Context: an optimization exercise on an open-source flow, tuned for small area, a short achievable clock period and few clock cycles. The choices shown serve that exercise and are no tape-out recipe. RTL that was checked went through simulation tests only; none was proved equivalent to the original.

==> inputs of nickel <==
// ARS_des
module ARS_des(clk,reset,key,din,flag,dout,ready);
input [64:1] din;
input [64:1] key;
input clk,reset;
input flag;
output [64:1] dout;
output ready;
function [64:1]	IP;
input	[64:1]	IPin;
begin
IP=	 {IPin[58],IPin[50],IPin[42],IPin[34],IPin[26],IPin[18],IPin[10],IPin[2],
      IPin[60],IPin[52],IPin[44],IPin[36],IPin[28],IPin[20],IPin[12],IPin[4],
      IPin[62],IPin[54],IPin[46],IPin[38],IPin[30],IPin[22],IPin[14],IPin[6],
      IPin[64],IPin[56],IPin[48],IPin[40],IPin[32],IPin[24],IPin[16],IPin[8],
      IPin[57],IPin[49],IPin[41],IPin[33],IPin[25],IPin[17],IPin[9],IPin[1],
      IPin[59],IPin[51],IPin[43],IPin[35],IPin[27],IPin[19],IPin[11],IPin[3],
      IPin[61],IPin[53],IPin[45],IPin[37],IPin[29],IPin[21],IPin[13],IPin[5],
      IPin[63],IPin[55],IPin[47],IPin[39],IPin[31],IPin[23],IPin[15],IPin[7]};
end
endfunction
function [64:1] IVIP;
input    [64:1]  IP_1in;
begin
IVIP = {IP_1in[40],IP_1in[8],IP_1in[48],IP_1in[16],IP_1in[56],IP_1in[24],IP_1in[64],IP_1in[32],
        IP_1in[39],IP_1in[7],IP_1in[47],IP_1in[15],IP_1in[55],IP_1in[23],IP_1in[63],IP_1in[31],
        IP_1in[38],IP_1in[6],IP_1in[46],IP_1in[14],IP_1in[54],IP_1in[22],IP_1in[62],IP_1in[30],
        IP_1in[37],IP_1in[5],IP_1in[45],IP_1in[13],IP_1in[53],IP_1in[21],IP_1in[61],IP_1in[29],
        IP_1in[36],IP_1in[4],IP_1in[44],IP_1in[12],IP_1in[52],IP_1in[20],IP_1in[60],IP_1in[28],
        IP_1in[35],IP_1in[3],IP_1in[43],IP_1in[11],IP_1in[51],IP_1in[19],IP_1in[59],IP_1in[27],
        IP_1in[34],IP_1in[2],IP_1in[42],IP_1in[10],IP_1in[50],IP_1in[18],IP_1in[58],IP_1in[26],
        IP_1in[33],IP_1in[1],IP_1in[41],IP_1in[9],IP_1in[49],IP_1in[17],IP_1in[57],IP_1in[25]};
end
endfunction
reg [64:1] data;      
reg [1:56] cd;        
reg [3:0] cnt;        
reg mode;             
reg ready;
reg sh1;              
  ...
Settings: LEC_CHECK=0, ABC_AREA=1, CAP_MARGIN=20, CORE_MARGIN=2, CORE_UTILIZATION=40, SETUP_SLACK_MARGIN=3.6, SLEW_MARGIN=20; clock period 6.0 ns.
standard.sh (not shown) runs the stock make flow with config.mk's settings and CLKGATE_MAP_FILE= SYNTH_SCRIPT=/design/flow/synth_recipe.tcl, a recipe that flattens the netlist after the stock synthesis.
==> flow/flow/run.sh <==
#!/bin/bash
# Own layout flow: the standard ORFS layout with two changes.
#  1. Synthesis skips ORFS's full-adder extraction (ADDER_MAP_FILE empty), which otherwise turns
#     the XORs of the round function into half-adder cells that ABC cannot optimise. Flip-flop
#     mapping is unchanged, so the registers, their names and cell types are the standard ones.
#  2. Ports are buffered with sky130_fd_sc_hd__buf_1 instead of the default buffer cell.
# Each make run's full output goes to its own log file in this folder.
set -euo pipefail
work=$(pwd)
bash standard.sh synth ADDER_MAP_FILE= > "$work/synth.log" 2>&1
bash standard.sh finish BUFFER_PORTS_ARGS="-buffer_cell sky130_fd_sc_hd__buf_1" > "$work/layout.log" 2>&1
test -f "$work/out/final.def"
==> quartz (differences from nickel) <==
--- a/flow/design.v
+++ b/flow/design.v
@@ -31,37 +31,42 @@
         IP_1in[33],IP_1in[1],IP_1in[41],IP_1in[9],IP_1in[49],IP_1in[17],IP_1in[57],IP_1in[25]};
 end
 endfunction
 reg [64:1] data;      
 reg [1:56] cd;        
 reg [3:0] cnt;        
 reg mode;             
 reg ready;
+reg busy;             
 reg sh1;              
 wire [48:1] ksub = {cd[14], cd[17], cd[11], cd[24], cd[1], cd[5], cd[3], cd[28], cd[15], cd[6], cd[21], cd[10], cd[23], cd[19], cd[12], cd[4], cd[26], cd[8], cd[16], cd[7], cd[27], cd[20], cd[13], cd[2], cd[41], cd[52], cd[31], cd[37], cd[47], cd[55], cd[30], cd[40], cd[51], cd[45], cd[33], cd[48], cd[44], cd[49], cd[39], cd[56], cd[34], cd[53], cd[46], cd[42], cd[50], cd[36], cd[29], cd[32]};
 wire [32:1] rl, rr;
 ARS_ENDEcrp c1 (.OUTR(rr), .OUTL(rl), .INR(data[32:1]), .INL(data[64:33]), .K_sub(ksub));
 always @(posedge clk) begin
   if (reset == 1'b0) begin
     data  <= IP(din);
     cd    <= flag ? {key[8], key[16], key[24], key[32], key[40], key[48], key[56], key[64], key[7], key[15], key[23], key[31], key[39], key[47], key[55], key[63], key[6], key[14], key[22], key[30], key[38], key[46], key[54], key[62], key[5], key[13], key[21], key[29], key[2], key[10], key[18], key[26], key[34], key[42], key[50], key[58], key[3], key[11], key[19], key[27], key[35], key[43], key[51], key[59], key[4], key[12], key[20], key[28], key[36], key[44], key[52], key[60], key[37], key[45], key[53], key[61]} : {key[16], key[24], key[32], key[40], key[48], key[56], key[64], key[7], key[15], key[23], key[31], key[39], key[47], key[55], key[63], key[6], key[14], key[22], key[30], key[38], key[46], key[54], key[62], key[5], key[13], key[21], key[29], key[8], key[10], key[18], key[26], key[34], key[42], key[50], key[58], key[3], key[11], key[19], key[27], key[35], key[43], key[51], key[59], key[4], key[12], key[20], key[28], key[36], key[44], key[52], key[60], key[37], key[45], key[53], key[61], key[2]};
     mode  <= flag;
     cnt   <= 4'd0;
     ready <= 1'b0;
+    busy  <= 1'b1;
     sh1   <= 1'b1;
   end else begin
-    if (!ready) data <= {rl, rr};
+    if (busy) data <= {rl, rr};
     if (mode)
       cd <= sh1 ? {cd[28], cd[1], cd[2], cd[3], cd[4], cd[5], cd[6], cd[7], cd[8], cd[9], cd[10], cd[11], cd[12], cd[13], cd[14], cd[15], cd[16], cd[17], cd[18], cd[19], cd[20], cd[21], cd[22], cd[23], cd[24], cd[25], cd[26], cd[27], cd[56], cd[29], cd[30], cd[31], cd[32], cd[33], cd[34], cd[35], cd[36], cd[37], cd[38], cd[39], cd[40], cd[41], cd[42], cd[43], cd[44], cd[45], cd[46], cd[47], cd[48], cd[49], cd[50], cd[51], cd[52], cd[53], cd[54], cd[55]} : {cd[27], cd[28], cd[1], cd[2], cd[3], cd[4], cd[5], cd[6], cd[7], cd[8], cd[9], cd[10], cd[11], cd[12], cd[13], cd[14], cd[15], cd[16], cd[17], cd[18], cd[19], cd[20], cd[21], cd[22], cd[23], cd[24], cd[25], cd[26], cd[55], cd[56], cd[29], cd[30], cd[31], cd[32], cd[33], cd[34], cd[35], cd[36], cd[37], cd[38], cd[39], cd[40], cd[41], cd[42], cd[43], cd[44], cd[45], cd[46], cd[47], cd[48], cd[49], cd[50], cd[51], cd[52], cd[53], cd[54]};
     else
       cd <= sh1 ? {cd[2], cd[3], cd[4], cd[5], cd[6], cd[7], cd[8], cd[9], cd[10], cd[11], cd[12], cd[13], cd[14], cd[15], cd[16], cd[17], cd[18], cd[19], cd[20], cd[21], cd[22], cd[23], cd[24], cd[25], cd[26], cd[27], cd[28], cd[1], cd[30], cd[31], cd[32], cd[33], cd[34], cd[35], cd[36], cd[37], cd[38], cd[39], cd[40], cd[41], cd[42], cd[43], cd[44], cd[45], cd[46], cd[47], cd[48], cd[49], cd[50], cd[51], cd[52], cd[53], cd[54], cd[55], cd[56], cd[29]} : {cd[3], cd[4], cd[5], cd[6], cd[7], cd[8], cd[9], cd[10], cd[11], cd[12], cd[13], cd[14], cd[15], cd[16], cd[17], cd[18], cd[19], cd[20], cd[21], cd[22], cd[23], cd[24], cd[25], cd[26], cd[27], cd[28], cd[1], cd[2], cd[31], cd[32], cd[33], cd[34], cd[35], cd[36], cd[37], cd[38], cd[39], cd[40], cd[41], cd[42], cd[43], cd[44], cd[45], cd[46], cd[47], cd[48], cd[49], cd[50], cd[51], cd[52], cd[53], cd[54], cd[55], cd[56], cd[29], cd[30]};
     cnt <= cnt + 4'd1;
     sh1 <= (cnt == 4'd6) | (cnt == 4'd13);
-    if (cnt == 4'd15) ready <= 1'b1;
+    if (cnt == 4'd15) begin
+      ready <= 1'b1;
+      busy  <= 1'b0;
+    end
   end
 end
 assign dout = IVIP({data[32:1], data[64:33]});
 endmodule
 module ARS_ENDEcrp(OUTR, OUTL, INR, INL, K_sub);
 output	[32:1]	OUTR, OUTL;
 input	[32:1]	INR, INL;
 input	[48:1]	K_sub;
==> flow/config.mk (replaced) <==
export PLATFORM = sky130hd
export DESIGN_NAME = ARS_des
export DESIGN_NICKNAME = ARS_des
export VERILOG_FILES = /design/flow/design.v
export SDC_FILE = /design/flow/constraint.sdc
export NUM_CORES = 4
export LEC_CHECK = 0
export ABC_AREA = 1
export CAP_MARGIN = 20
export CORE_MARGIN = 2
export CORE_UTILIZATION = 55
export SETUP_SLACK_MARGIN = 3.6
export SLEW_MARGIN = 20
==> amber (differences from nickel) <==
--- a/flow/design.v
+++ b/flow/design.v
@@ -31,36 +31,34 @@
         IP_1in[33],IP_1in[1],IP_1in[41],IP_1in[9],IP_1in[49],IP_1in[17],IP_1in[57],IP_1in[25]};
 end
 endfunction
 reg [64:1] data;      
 reg [1:56] cd;        
 reg [3:0] cnt;        
 reg mode;             
 reg ready;
-reg sh1;              
 wire [48:1] ksub = {cd[14], cd[17], cd[11], cd[24], cd[1], cd[5], cd[3], cd[28], cd[15], cd[6], cd[21], cd[10], cd[23], cd[19], cd[12], cd[4], cd[26], cd[8], cd[16], cd[7], cd[27], cd[20], cd[13], cd[2], cd[41], cd[52], cd[31], cd[37], cd[47], cd[55], cd[30], cd[40], cd[51], cd[45], cd[33], cd[48], cd[44], cd[49], cd[39], cd[56], cd[34], cd[53], cd[46], cd[42], cd[50], cd[36], cd[29], cd[32]};
 wire [32:1] rl, rr;
 ARS_ENDEcrp c1 (.OUTR(rr), .OUTL(rl), .INR(data[32:1]), .INL(data[64:33]), .K_sub(ksub));
+wire one = (cnt == 4'd0) | (cnt == 4'd7) | (cnt == 4'd14);
 always @(posedge clk) begin
   if (reset == 1'b0) begin
     data  <= IP(din);
     cd    <= flag ? {key[8], key[16], key[24], key[32], key[40], key[48], key[56], key[64], key[7], key[15], key[23], key[31], key[39], key[47], key[55], key[63], key[6], key[14], key[22], key[30], key[38], key[46], key[54], key[62], key[5], key[13], key[21], key[29], key[2], key[10], key[18], key[26], key[34], key[42], key[50], key[58], key[3], key[11], key[19], key[27], key[35], key[43], key[51], key[59], key[4], key[12], key[20], key[28], key[36], key[44], key[52], key[60], key[37], key[45], key[53], key[61]} : {key[16], key[24], key[32], key[40], key[48], key[56], key[64], key[7], key[15], key[23], key[31], key[39], key[47], key[55], key[63], key[6], key[14], key[22], key[30], key[38], key[46], key[54], key[62], key[5], key[13], key[21], key[29], key[8], key[10], key[18], key[26], key[34], key[42], key[50], key[58], key[3], key[11], key[19], key[27], key[35], key[43], key[51], key[59], key[4], key[12], key[20], key[28], key[36], key[44], key[52], key[60], key[37], key[45], key[53], key[61], key[2]};
     mode  <= flag;
     cnt   <= 4'd0;
     ready <= 1'b0;
-    sh1   <= 1'b1;
   end else begin
     if (!ready) data <= {rl, rr};
     if (mode)
-      cd <= sh1 ? {cd[28], cd[1], cd[2], cd[3], cd[4], cd[5], cd[6], cd[7], cd[8], cd[9], cd[10], cd[11], cd[12], cd[13], cd[14], cd[15], cd[16], cd[17], cd[18], cd[19], cd[20], cd[21], cd[22], cd[23], cd[24], cd[25], cd[26], cd[27], cd[56], cd[29], cd[30], cd[31], cd[32], cd[33], cd[34], cd[35], cd[36], cd[37], cd[38], cd[39], cd[40], cd[41], cd[42], cd[43], cd[44], cd[45], cd[46], cd[47], cd[48], cd[49], cd[50], cd[51], cd[52], cd[53], cd[54], cd[55]} : {cd[27], cd[28], cd[1], cd[2], cd[3], cd[4], cd[5], cd[6], cd[7], cd[8], cd[9], cd[10], cd[11], cd[12], cd[13], cd[14], cd[15], cd[16], cd[17], cd[18], cd[19], cd[20], cd[21], cd[22], cd[23], cd[24], cd[25], cd[26], cd[55], cd[56], cd[29], cd[30], cd[31], cd[32], cd[33], cd[34], cd[35], cd[36], cd[37], cd[38], cd[39], cd[40], cd[41], cd[42], cd[43], cd[44], cd[45], cd[46], cd[47], cd[48], cd[49], cd[50], cd[51], cd[52], cd[53], cd[54]};
+      cd <= one ? {cd[28], cd[1], cd[2], cd[3], cd[4], cd[5], cd[6], cd[7], cd[8], cd[9], cd[10], cd[11], cd[12], cd[13], cd[14], cd[15], cd[16], cd[17], cd[18], cd[19], cd[20], cd[21], cd[22], cd[23], cd[24], cd[25], cd[26], cd[27], cd[56], cd[29], cd[30], cd[31], cd[32], cd[33], cd[34], cd[35], cd[36], cd[37], cd[38], cd[39], cd[40], cd[41], cd[42], cd[43], cd[44], cd[45], cd[46], cd[47], cd[48], cd[49], cd[50], cd[51], cd[52], cd[53], cd[54], cd[55]} : {cd[27], cd[28], cd[1], cd[2], cd[3], cd[4], cd[5], cd[6], cd[7], cd[8], cd[9], cd[10], cd[11], cd[12], cd[13], cd[14], cd[15], cd[16], cd[17], cd[18], cd[19], cd[20], cd[21], cd[22], cd[23], cd[24], cd[25], cd[26], cd[55], cd[56], cd[29], cd[30], cd[31], cd[32], cd[33], cd[34], cd[35], cd[36], cd[37], cd[38], cd[39], cd[40], cd[41], cd[42], cd[43], cd[44], cd[45], cd[46], cd[47], cd[48], cd[49], cd[50], cd[51], cd[52], cd[53], cd[54]};
     else
-      cd <= sh1 ? {cd[2], cd[3], cd[4], cd[5], cd[6], cd[7], cd[8], cd[9], cd[10], cd[11], cd[12], cd[13], cd[14], cd[15], cd[16], cd[17], cd[18], cd[19], cd[20], cd[21], cd[22], cd[23], cd[24], cd[25], cd[26], cd[27], cd[28], cd[1], cd[30], cd[31], cd[32], cd[33], cd[34], cd[35], cd[36], cd[37], cd[38], cd[39], cd[40], cd[41], cd[42], cd[43], cd[44], cd[45], cd[46], cd[47], cd[48], cd[49], cd[50], cd[51], cd[52], cd[53], cd[54], cd[55], cd[56], cd[29]} : {cd[3], cd[4], cd[5], cd[6], cd[7], cd[8], cd[9], cd[10], cd[11], cd[12], cd[13], cd[14], cd[15], cd[16], cd[17], cd[18], cd[19], cd[20], cd[21], cd[22], cd[23], cd[24], cd[25], cd[26], cd[27], cd[28], cd[1], cd[2], cd[31], cd[32], cd[33], cd[34], cd[35], cd[36], cd[37], cd[38], cd[39], cd[40], cd[41], cd[42], cd[43], cd[44], cd[45], cd[46], cd[47], cd[48], cd[49], cd[50], cd[51], cd[52], cd[53], cd[54], cd[55], cd[56], cd[29], cd[30]};
+      cd <= one ? {cd[2], cd[3], cd[4], cd[5], cd[6], cd[7], cd[8], cd[9], cd[10], cd[11], cd[12], cd[13], cd[14], cd[15], cd[16], cd[17], cd[18], cd[19], cd[20], cd[21], cd[22], cd[23], cd[24], cd[25], cd[26], cd[27], cd[28], cd[1], cd[30], cd[31], cd[32], cd[33], cd[34], cd[35], cd[36], cd[37], cd[38], cd[39], cd[40], cd[41], cd[42], cd[43], cd[44], cd[45], cd[46], cd[47], cd[48], cd[49], cd[50], cd[51], cd[52], cd[53], cd[54], cd[55], cd[56], cd[29]} : {cd[3], cd[4], cd[5], cd[6], cd[7], cd[8], cd[9], cd[10], cd[11], cd[12], cd[13], cd[14], cd[15], cd[16], cd[17], cd[18], cd[19], cd[20], cd[21], cd[22], cd[23], cd[24], cd[25], cd[26], cd[27], cd[28], cd[1], cd[2], cd[31], cd[32], cd[33], cd[34], cd[35], cd[36], cd[37], cd[38], cd[39], cd[40], cd[41], cd[42], cd[43], cd[44], cd[45], cd[46], cd[47], cd[48], cd[49], cd[50], cd[51], cd[52], cd[53], cd[54], cd[55], cd[56], cd[29], cd[30]};
     cnt <= cnt + 4'd1;
-    sh1 <= (cnt == 4'd6) | (cnt == 4'd13);
     if (cnt == 4'd15) ready <= 1'b1;
   end
 end
 assign dout = IVIP({data[32:1], data[64:33]});
 endmodule
 module ARS_ENDEcrp(OUTR, OUTL, INR, INL, K_sub);
 output	[32:1]	OUTR, OUTL;
 input	[32:1]	INR, INL;
==> flow/run.sh (new file) <==
#!/bin/bash
# synth_recipe.tcl (not shown) runs the flow's synth.tcl, then flattens the netlist and writes it again
# the make line also repeats each setting of config.mk as NAME=value (left out here)
make -C /OpenROAD-flow-scripts/flow DESIGN_CONFIG=/design/flow/config.mk WORK_HOME=/design/flow/orfs CLKGATE_MAP_FILE= SYNTH_SCRIPT=/design/flow/synth_recipe.tcl finish
==> flow/config.mk (replaced) <==
export PLATFORM = sky130hd
export DESIGN_NAME = ARS_des
export DESIGN_NICKNAME = ARS_des
export VERILOG_FILES = /design/flow/design.v
export SDC_FILE = /design/flow/constraint.sdc
export NUM_CORES = 4
export LEC_CHECK = 0
export CAP_MARGIN = 20
export CORE_MARGIN = 2
export CORE_UTILIZATION = 40
export SLEW_MARGIN = 20
removed: flow/flow/run.sh
removed: flow/standard.sh
==> impl_metrics.env <==
export IMPL_crit_path_top_delay_cell="dfxtp_1"
export IMPL_pre_cts_ws_ns=2.784
export IMPL_status="finished clean"
export IMPL_finalNetCount=2127
export IMPL_p_total_uw=7595
export IMPL_post_drt_wl_per_cell_um=16.15
export IMPL_synth_top_area_cell="nand2_1"
export IMPL_syn_to_final_growth_pct=18.47
export IMPL_syn_avg_cell_area_um2=5.983
export IMPL_crit_end="ready"
export IMPL_n_tap_cell=341
export IMPL_crit_family="flip-flops"
export IMPL_synth_simple_area_share_pct=49.42
export IMPL_r2r_cells=10
export IMPL_fin_area_um2=12940
(the above is from nickel)
==> impl_metrics.env <==
export IMPL_syn_avg_cell_area_um2=5.961
export IMPL_synth_top_area_cell="nand2_1"
export IMPL_fin_area_um2=12810
export IMPL_r2r_cells=13
export IMPL_n_tap_cell=265
export IMPL_status="finished clean"
export IMPL_crit_path_top_delay_cell="edfxtp_1"
(the above is from quartz)
==> impl_metrics.env <==
export IMPL_status="finished clean"
export IMPL_r2r_cells=7
export IMPL_n_tap_cell=396
export IMPL_fin_area_um2=15310
export IMPL_crit_end="data[10]$_DFFE_PP_"
export IMPL_synth_top_area_cell="mux4_2"
export IMPL_crit_path_top_delay_cell="xor2_1"
(the above is from amber)
Testbench counts of nickel, summed over its fixed seeds: cycles 13,056.
No functional check of the RTL was part of quartz and amber.

==> static timing again, ports no longer ideal <==
No port has a modelled driver above. Below, the same layouts with a new extraction and two added sets of constraints.
Step 1 (the two cells are an assumption about what drives the block):
set clk [get_ports {clk}]
set_driving_cell -lib_cell sky130_fd_sc_hd__clkbuf_16 $clk
set_driving_cell -lib_cell sky130_fd_sc_hd__buf_2 [delete_from_list [all_inputs] $clk]
Step 2 times the ports against the registers' clock, not the clock port: input delays grow and output delays shrink by t, the midpoint of the rising clock arrivals with the driver on.
Three values: ideal ports, drivers, drivers and shift; two values: the first two.
run | t, ns | setup slack, ns | hold WS [ns] | slew at the worst register clock pin (ns) | worst data-port slew with drivers (ns)
nickel | 0.482 | 3.534 / 3.483 / 3.275 | 0.478 / 0.478 / 0.478 | 0.07 / 0.07 | 0.09
quartz | 0.478 | 3.553 / 3.505 / 3.276 | 0.472 / 0.472 / 0.472 | 0.07 / 0.07 | 0.04
amber | 0.486 | 2.263 / 2.263 / 2.263 | 0.453 / 0.453 / 0.453 | 0.07 / 0.07 | 0.06
After both steps every run listed still meets setup and hold. For quartz, which loses most, drivers alone change the setup slack by -0.048 ns; drivers and shift together by -0.277 ns.
